This design comes from an exercise in tuning for small area on the open sky130 flow, not from production work.
Function was checked by simulation only, so behaviour that the tests miss may differ from the original.

==> run H <==
==> flow/design.v (excerpt) <==
module RISCVCPU(
    input  logic         clock,
    input  logic         reset,
    output logic [31:0]  imem_addr,
    input  logic [127:0] imem_data,
    output logic [9:0]   dmem_index,
    input  logic [127:0] dmem_rdata,
    output logic         dmem_we,
    output logic [127:0] dmem_wdata,
    output logic         wb_en,
    output logic [4:0]   wb_rd,
    output logic [31:0]  wb_data
);
make LEC_CHECK=0 CAP_MARGIN=20 CORE_MARGIN=2 CORE_UTILIZATION=40 SLEW_MARGIN=20 finish   # period 20.0 ns
run.sh (not shown) runs the stock make flow with config.mk's settings and CLKGATE_MAP_FILE= SYNTH_SCRIPT=/design/flow/synth_recipe.tcl, a recipe that flattens the netlist after the stock synthesis.
==> run D (differences from run H) <==
--- a/flow/design.v
+++ b/flow/design.v
@@ -23,11 +23,14 @@
     wire  [31:0] ifid = {ifid_hi, ifid0};
     logic [31:7] e_ir;
     logic        eR, eI, eL, eS;
     logic [31:0] e_A, e_B;
     logic [2:0]  mcnt;
-    logic [31:0] s1, s2, s3, s4, s5;
+    logic [31:0] mq0, mqp;
+    logic [31:0] macc;           
+    logic [31:0] mw;             
+    logic        mwa, mwb;       
     logic        v1, v2, v3, v4, v5;
     logic [31:0] m_alu, m_bval;
     logic [4:0]  m_rd;
     logic        m_byte;
     logic        mRI, mL, mS;
@@ -56,12 +59,19 @@
     wire       idI = id_v & ~id_op[6] & ~id_op[5] &  id_op[4];
     wire       idL = id_v & ~id_op[6] & ~id_op[5] & ~id_op[4];
     wire       idS = id_v & ~id_op[6] &  id_op[5] & ~id_op[4];
     wire       idB = id_v &  id_op[6] & ~id_op[2];
     wire       idJ = id_v &  id_op[6] &  id_op[2];
-    wire [31:0] rf1 = (id_rs1 == 5'd0) ? 32'd0 : rf[id_rs1];
-    wire [31:0] rf2 = (id_rs2 == 5'd0) ? 32'd0 : rf[id_rs2];
+    logic [31:0] rf1, rf2;
+    always_comb begin
+        rf1 = 32'd0;
+        rf2 = 32'd0;
+        for (int i = 1; i < 32; i++) begin
+            rf1 = rf1 | (rf[i] & {32{id_rs1 == 5'(i)}});
+            rf2 = rf2 | (rf[i] & {32{id_rs2 == 5'(i)}});
+        end
+    end
     assign wb_en   = w_wr;
     assign wb_rd   = w_rd;
     assign wb_data = w_val;
     wire [31:0] decA = (w_wr && w_rd == id_rs1) ? w_val : rf1;
     wire [31:0] decB = (w_wr && w_rd == id_rs2) ? w_val : rf2;
@@ -85,27 +95,61 @@
     wire [31:0] sum = Ain + (do_sub ? ~Bin : Bin) + {31'd0, do_sub};
     wire slt = (Ain[31] ^ Bin[31]) ? Ain[31] : sum[31];
     wire [31:0] sll = Ain << Bin[4:0];
     logic [31:0] alu;
     always_comb begin
-        if (isMUL)          alu = v5 ? s5 : 32'd0;
+        if (isMUL)          alu = (mcnt == 3'd1) ? mq0 : v5 ? mqp : 32'd0;
         else if (e_f3[2])   alu = e_f3[0] ? (Ain & Bin) : (Ain | Bin);
         else if (e_f3[0])   alu = sll;
         else if (is_slt)    alu = {31'd0, slt};
         else                alu = sum;
     end
     wire stall_mul = (isMUL && mcnt == 3'd0) || (mcnt > 3'd1);
+    wire        mfirst = (mcnt == 3'd0) || (mcnt == 3'd3);
+    wire        mhi    = mfirst;
+    wire        mmid   = (mcnt == 3'd5) || (mcnt == 3'd2);
+    wire        mold   = (mcnt == 3'd5) || (mcnt == 3'd4);
+    wire [31:0] mA = (mold && mwa) ? mw : Ain;
+    wire [31:0] mB = (mold && mwb) ? mw : Bin;
+    wire [12:0] mwin = mhi ? {4'd0, mB[31:23]} : mmid ? mB[23:11] : {mB[11:0], 1'b0};
+    logic [31:0] mstep;
+    logic [31:0] pprow [0:5];
+    logic [31:0] ppneg;
+    always_comb begin
+        ppneg = 32'd0;
+        for (int j = 0; j < 6; j++) begin
+            logic bh, bm, bl, neg, one, two;
+            logic [32:0] x;
+            logic [31:0] pp;
+            bh = mwin[2*j+2];
+            bm = mwin[2*j+1];
+            bl = mwin[2*j];
+            neg = bh & ~(bm & bl);
+            one = bm ^ bl;
+            two = (bh & ~bm & ~bl) | (~bh & bm & bl);
+            x = {mA ^ {32{neg}}, neg};
+            for (int k = 0; k < 32; k++) pp[k] = (one & x[k+1]) | (two & x[k]);
+            pprow[j] = pp << (2*j);
+            ppneg[2*j] = neg;
+        end
+        mstep = (mfirst ? 32'd0 : {macc[19:0], 12'd0})
+              + pprow[0] + pprow[1] + pprow[2] + pprow[3] + pprow[4] + pprow[5] + ppneg;
+    end
     wire        cpu_valid = mL | mS;
     wire [13:2] caddr     = m_alu[13:2];
     wire        sb_full   = (sbc == 3'd4);
     wire        sb_any    = (sbc != 3'd0);
     wire        use_cpu   = cpu_valid & ~sb_full;
     wire [13:2] aaddr     = use_cpu ? caddr : sb_any ? sba[sbh] : 12'd0;
     wire [31:0] sb_head_d = sbd[sbh];
     wire [1:0]  aidx      = aaddr[5:4];
-    wire [127:0] dline  = {dw[{aidx, 2'd3}], dw[{aidx, 2'd2}], dw[{aidx, 2'd1}], dw[{aidx, 2'd0}]};
-    wire [127:0] dread  = dfilled[aidx] ? dline : 128'd0;
+    logic [127:0] dread;
+    always_comb begin
+        dread = 128'd0;
+        for (int l = 0; l < 4; l++)
+            dread = dread | ({dw[4*l+3], dw[4*l+2], dw[4*l+1], dw[4*l]} & {128{aidx == 2'(l) && dfilled[l]}});
+    end
     wire         tvld   = dval[aidx];
     wire         tdirty = ddirty[aidx];
     wire [13:6]  ttag   = dtag[aidx];
     wire         thit   = tvld && (ttag == caddr[13:6]);
     wire mem_ready = (mwc == 3'd0);
@@ -115,11 +159,11 @@
     wire mreq_valid = cmp_miss || (cstate == C_ALLOC) || ((cstate == C_WB) && mem_ready);
     wire mreq_rw    = (cmp_miss && need_wb) || ((cstate == C_WB) && !mem_ready);
     wire drain      = (cstate == C_IDLE) && !use_cpu && sb_any;
     wire alloc_wr   = (cstate == C_ALLOC) && mem_ready;
     assign dmem_index = (cstate == C_WB) ? {wbtag, aidx} : aaddr[13:4];
-    assign dmem_we    = (mwc == 3'd1) && mreq_rw;
+    assign dmem_we    = !reset && (mwc == 3'd1) && mreq_rw;
     assign dmem_wdata = dread;
     wire cpu_ready = cmp_hit;
     wire sb_enq    = mS && cmp_hit;            
     wire sb_deq    = sb_any && (!cpu_valid || sb_full);
     wire dstall    = (!cpu_ready && cpu_valid) || sb_full;
@@ -172,17 +216,18 @@
             2'd2: iword = imem_data[63:32];
             default: iword = imem_data[31:0];
         endcase
     wire [31:0] if_instr = icstall ? 32'h00000013 : iword;
     wire stall = lu | dstall | stall_mul | itlb_stall;
-    wire [31:0] boff   = {{19{ifid[31]}}, ifid[31], ifid[7], ifid[30:25], ifid[11:8], 1'b0};
-    wire [31:0] id_immi = {{20{ifid[31]}}, ifid[31:20]};
-    wire [31:0] pc_target = idJ ? (cA + id_immi) : (pc - 32'd4 + boff);
+    wire [13:0] boff_m4 = {ifid[31], ifid[31], ifid[7], ifid[30:25], ifid[11:8], 1'b0} - 14'd4;
+    wire [31:0] add_a = idJ ? cA : pc;
+    wire [31:0] add_b = idJ ? {{20{ifid[31]}}, ifid[31:20]} :
+                        takebranch ? {{18{boff_m4[13]}}, boff_m4} : 32'd4;
+    wire [31:0] pc_next = add_a + add_b;
     always_ff @(posedge clock or posedge reset)
         if (reset)                  pc <= 32'd0;
-        else if (takebranch)        pc <= pc_target;
-        else if (!stall && !icstall) pc <= pc + 32'd4;
+        else if (takebranch || (!stall && !icstall)) pc <= pc_next;
     always_ff @(posedge clock or posedge reset)
         if (reset) begin
             tcnt   <= 4'd0;
             tvalid <= 1'b0;
         end else if (tcnt == 4'd15) begin
@@ -238,15 +283,18 @@
             if (isMUL && mcnt == 3'd0) mcnt <= 3'd5;
             else if (mcnt != 3'd0)     mcnt <= mcnt - 3'd1;
             {v1, v2, v3, v4, v5} <= {isMUL, v1, v2, v3, v4};
         end
     always_ff @(posedge clock) begin
-        s1 <= Ain * Bin;
-        s2 <= s1;
-        s3 <= s2;
-        s4 <= s3;
-        s5 <= s4;
+        macc <= mstep;
+        if (mcnt == 3'd4) mq0 <= mstep;
+        if (mcnt == 3'd1) mqp <= mstep;
+        if (mcnt == 3'd0) begin
+            mw  <= w_val;
+            mwa <= aW && !aM;
+            mwb <= bW && !bM;
+        end
     end
     always_ff @(posedge clock or posedge reset)
         if (reset)         {mRI, mL, mS} <= 3'd0;
         else if (en_exmem) {mRI, mL, mS} <= {eR | eI, eL, eS};
     always_ff @(posedge clock)
==> flow/flow/run.sh (new file) <==
#!/bin/bash
# Own layout flow: the standard flow (standard.sh) unchanged, except that
# the port buffers that global placement inserts use the smallest buffer cell.
set -euo pipefail
bash standard.sh "BUFFER_PORTS_ARGS=-buffer_cell sky130_fd_sc_hd__buf_1" finish > standard_flow.log 2>&1
==> flow/standard.sh (new file) <==
#!/bin/bash
# synth_recipe.tcl (not shown) runs the flow's synth.tcl, then flattens the netlist and writes it again
# the make line also repeats each setting of config.mk as NAME=value (left out here)
make -C /OpenROAD-flow-scripts/flow DESIGN_CONFIG=/design/flow/config.mk WORK_HOME=/design/flow/orfs CLKGATE_MAP_FILE= SYNTH_SCRIPT=/design/flow/synth_recipe.tcl "${@:-finish}"
--- a/flow/config.mk
+++ b/flow/config.mk
@@ -6,6 +6,8 @@
 export NUM_CORES = 4
 export LEC_CHECK = 0
 export CAP_MARGIN = 20
 export CORE_MARGIN = 2
 export CORE_UTILIZATION = 40
+export CTS_CLUSTER_DIAMETER = 100
+export CTS_CLUSTER_SIZE = 22
 export SLEW_MARGIN = 20
removed: flow/run.sh
==> results.txt <==
- Run H passed the timing, design-rule and antenna checks. Run D produced a clean layout.
- Against run D, the core utilization of run H is higher by 1.6 points.
- In run H the clock skew is lower than in run D, by 0.0056 ns.
- Via count: run D is higher than run H (4.6%).
- Of run D and run H, run D has the higher worst hold slack (gap 0.051 ns).
- In run H the worst setup slack is higher than in run D, by 1.9 ns.
- Against run H, the count of clock-buffer cells in the layout of run D is lower by 145.
- Between run D and run H, the lower non-clock buffer count is in run H (gap 55).
- Between run D and run H, the lower synthesized cell count is in run D (gap about 3.5%, measured against run H).
- Between run D and run H, the lower maximum frequency is in run D (gap 14%, measured against run H).

==> re-timing with driven ports <==
How much do the figures lean on ideal ports? The routed layouts below were timed once more, with nothing changed but the port constraints. Step 1 sets driving cells, clkbuf_16 on the clock port and buf_2 on the other inputs (assumed; they add their load-dependent delay and slew). Step 2 adds t to the input delays and takes it off the output delays; t is the mean of the earliest and latest rising clock arrival at the registers after step 1. Input paths then give back, and output paths get back, about the clock's delay inside the block. Slacks: ideal / step 1 / step 2; pairs: ideal / step 1.
| run | t (ns) | setup WS [ns] | worst data-port slew with drivers (ns) |
|---|---|---|---|
| run H | 0.995 | 7.837 / 7.837 / 7.837 | 0.11 |
| run D | 1.014 | 5.921 / 5.921 / 5.921 | 0.19 |
After both steps setup and hold are still met in every run listed.
